What follows belongs to an exercise in optimizing a design on an open flow for small area, a short achievable clock period and few clock cycles per item; a production flow would make more cautious choices.
RTL that was checked went through simulation tests only; none was proved equivalent to the original.
No activity file was given, so power comes from the tool's default toggle rates.

## fc_layer
module fc_layer #(
    parameter IN_SIZE = 75,
    parameter OUT_SIZE = 10,
    parameter DATA_WIDTH = 16
)(
    input  wire clk,
    input  wire reset_n,
    input  wire start_fc,
    input  wire data_valid,
    input  wire signed [DATA_WIDTH-1:0] map_in_serial,
    input  wire signed [DATA_WIDTH-1:0] weight_serial,
    input  wire signed [DATA_WIDTH-1:0] bias_serial,
    output reg finish_fc,
    output reg signed [DATA_WIDTH-1:0] predict_out,
    output reg predict_out_valid
);
export LEC_CHECK = 0
export CAP_MARGIN = 20
export CORE_MARGIN = 2
export CORE_UTILIZATION = 50
export CTS_CLUSTER_DIAMETER = 100
export CTS_CLUSTER_SIZE = 30
export PLACE_DENSITY = 0.6
export SLEW_MARGIN = 20
export SYNTH_MEMORY_MAX_BITS = 16384
create_clock -name core_clock -period 15.0 [get_ports {clk}]
standard.sh (not shown) runs the stock make flow with config.mk's settings and CLKGATE_MAP_FILE= SYNTH_SCRIPT=/design/flow/synth_recipe.tcl, a recipe that flattens the netlist after the stock synthesis.
==> flow/flow/run.sh <==
#!/bin/bash
# Standard ORFS layout (the standard.sh, unchanged synthesis and steps).
# Only difference: the resizer's repair_timing is asked for a setup margin,
# so it works on paths well below the 15 ns period, and ABC maps for a
# shorter period. The SDC (period, I/O delays, loads) is not changed.
set -euo pipefail
bash standard.sh SETUP_SLACK_MARGIN=11.0 ABC_CLOCK_PERIOD_IN_PS=3800 finish > standard_flow.log 2>&1
Testbench counts at the start, summed over its fixed seeds: cycles 53,568, images 64.
Rerun with:
--- a/flow/design.v
+++ b/flow/design.v
@@ -21,48 +21,44 @@
     reg [3:0] cnt_o;      
     reg ring_en;          
     reg ring_ld;          
     reg en;               
     reg first;            
     reg lastp;            
     reg push;             
     reg push2;            
-    reg bv;               
-    reg b9;               
     reg [15:0] d;         
+    wire ld_b = data_valid && (phase == LD_B);
+    wire last_b = (cnt_o == OUT_SIZE-1);
     reg [7:0] neg, one, two;
     always @(posedge clk or negedge reset_n) begin
         if (!reset_n) begin
             phase <= IDLE;
             cnt_i <= 7'd0;
             cnt_o <= 4'd0;
             ring_en <= 1'b0;
             ring_ld <= 1'b0;
             en <= 1'b0;
             first <= 1'b0;
             lastp <= 1'b0;
             push <= 1'b0;
             push2 <= 1'b0;
-            bv <= 1'b0;
-            b9 <= 1'b0;
             predict_out_valid <= 1'b0;
             finish_fc <= 1'b0;
         end else begin
             ring_en <= data_valid && (phase == LD_X || phase == LD_W);
             ring_ld <= (phase == LD_X);
             en <= data_valid && (phase == LD_W);
             first <= data_valid && (phase == LD_W) && (cnt_i == 7'd0);
             lastp <= data_valid && (phase == LD_W) && (cnt_i == IN_SIZE-1) && (cnt_o != OUT_SIZE-1);
             push <= lastp;
             push2 <= push;
-            bv <= data_valid && (phase == LD_B);
-            b9 <= (cnt_o == OUT_SIZE-1);
-            predict_out_valid <= bv;
-            finish_fc <= bv && b9;
+            predict_out_valid <= ld_b;
+            finish_fc <= ld_b && last_b;
             if (start_fc) begin
                 phase <= LD_X;
                 cnt_i <= 7'd0;
                 cnt_o <= 4'd0;
             end else if (data_valid) begin
                 case (phase)
                     LD_X: begin
                         if (cnt_i == IN_SIZE-1) begin
@@ -90,17 +86,17 @@
                             cnt_o <= cnt_o + 4'd1;
                     end
                     default: ;
                 endcase
             end
         end
     end
     always @(posedge clk) begin
-        d <= (phase == LD_X) ? map_in_serial : bias_serial;
+        d <= map_in_serial;
     end
     wire [15:0] wv = (data_valid && phase == LD_W) ? weight_serial : 16'd0;
     wire [16:0] wx = {wv, 1'b0};
     integer b;
     always @(posedge clk)
         for (b = 0; b < 8; b = b + 1) begin
             neg[b] <= wx[2*b+2];
             one[b] <= wx[2*b+1] ^ wx[2*b];
@@ -1039,13 +1035,13 @@
         acc_c <= {s459, s457, s455, s453, s451, s449, s447, s445, s443, s441, s439, s437, s435, s433, s431, s429, s427, s425, s423, s421, s419, s417, s415, s413, s411, s409, s407, s405, ac_[0]};
     end
     wire [28:0] sum = acc_s + acc_c;
     reg [15:0] sum_r;     
     always @(posedge clk)
         sum_r <= sum[28:13];
     reg [16*(OUT_SIZE-1)-1:0] psum;
     always @(posedge clk)
-        if (push2 || (bv && !b9))
+        if (push2 || (ld_b && !last_b))
             psum <= {sum_r, psum[16*(OUT_SIZE-1)-1:16]};
     always @(posedge clk)
-        predict_out <= (b9 ? sum_r : psum[15:0]) + d;
+        predict_out <= (last_b ? sum_r : psum[15:0]) + bias_serial;
 endmodule
=> The changed run ran to the end with no violations. Maximum frequency drops by 4.8%. Power hardly moves. Wire length shrinks by 0.72%. Worst setup slack got worse by 0.21 ns. Global-route usage goes down by 0.26 points. Clock-buffer cell count rises by 25.
Function not checked in the second run of this note: the RTL went through the layout flow alone.

-- static timing again, ports no longer ideal --
The results above use ideal ports. As a check the final layouts listed here were re-extracted and re-timed, cells and wires unchanged. Step 1 sets driving cells, clkbuf_16 on the clock port and buf_2 on the other inputs (assumed; they add their load-dependent delay and slew). Step 2 adds t to the input delays and takes it off the output delays; t is the mean of the earliest and latest rising clock arrival at the registers after step 1. Input paths then give back, and output paths get back, about the clock's delay inside the block. Slacks: no drivers / after step 1 / after step 2; pairs: no drivers / after step 1.
run | t (ns) | setup WS [ns] | hold slack, ns | clock arrival spread, ns
the first run | 0.765 | 10.756 / 10.688 / 10.673 | 0.364 / 0.364 / 0.364 | 0.058 / 0.058
the second run | 0.762 | 10.544 / 10.583 / 9.821 | 0.360 / 0.360 / 0.360 | 0.036 / 0.035
After both steps every run listed still meets setup and hold. For the second run, which loses most, drivers alone change the setup slack by +0.039 ns; drivers and shift together by -0.723 ns.
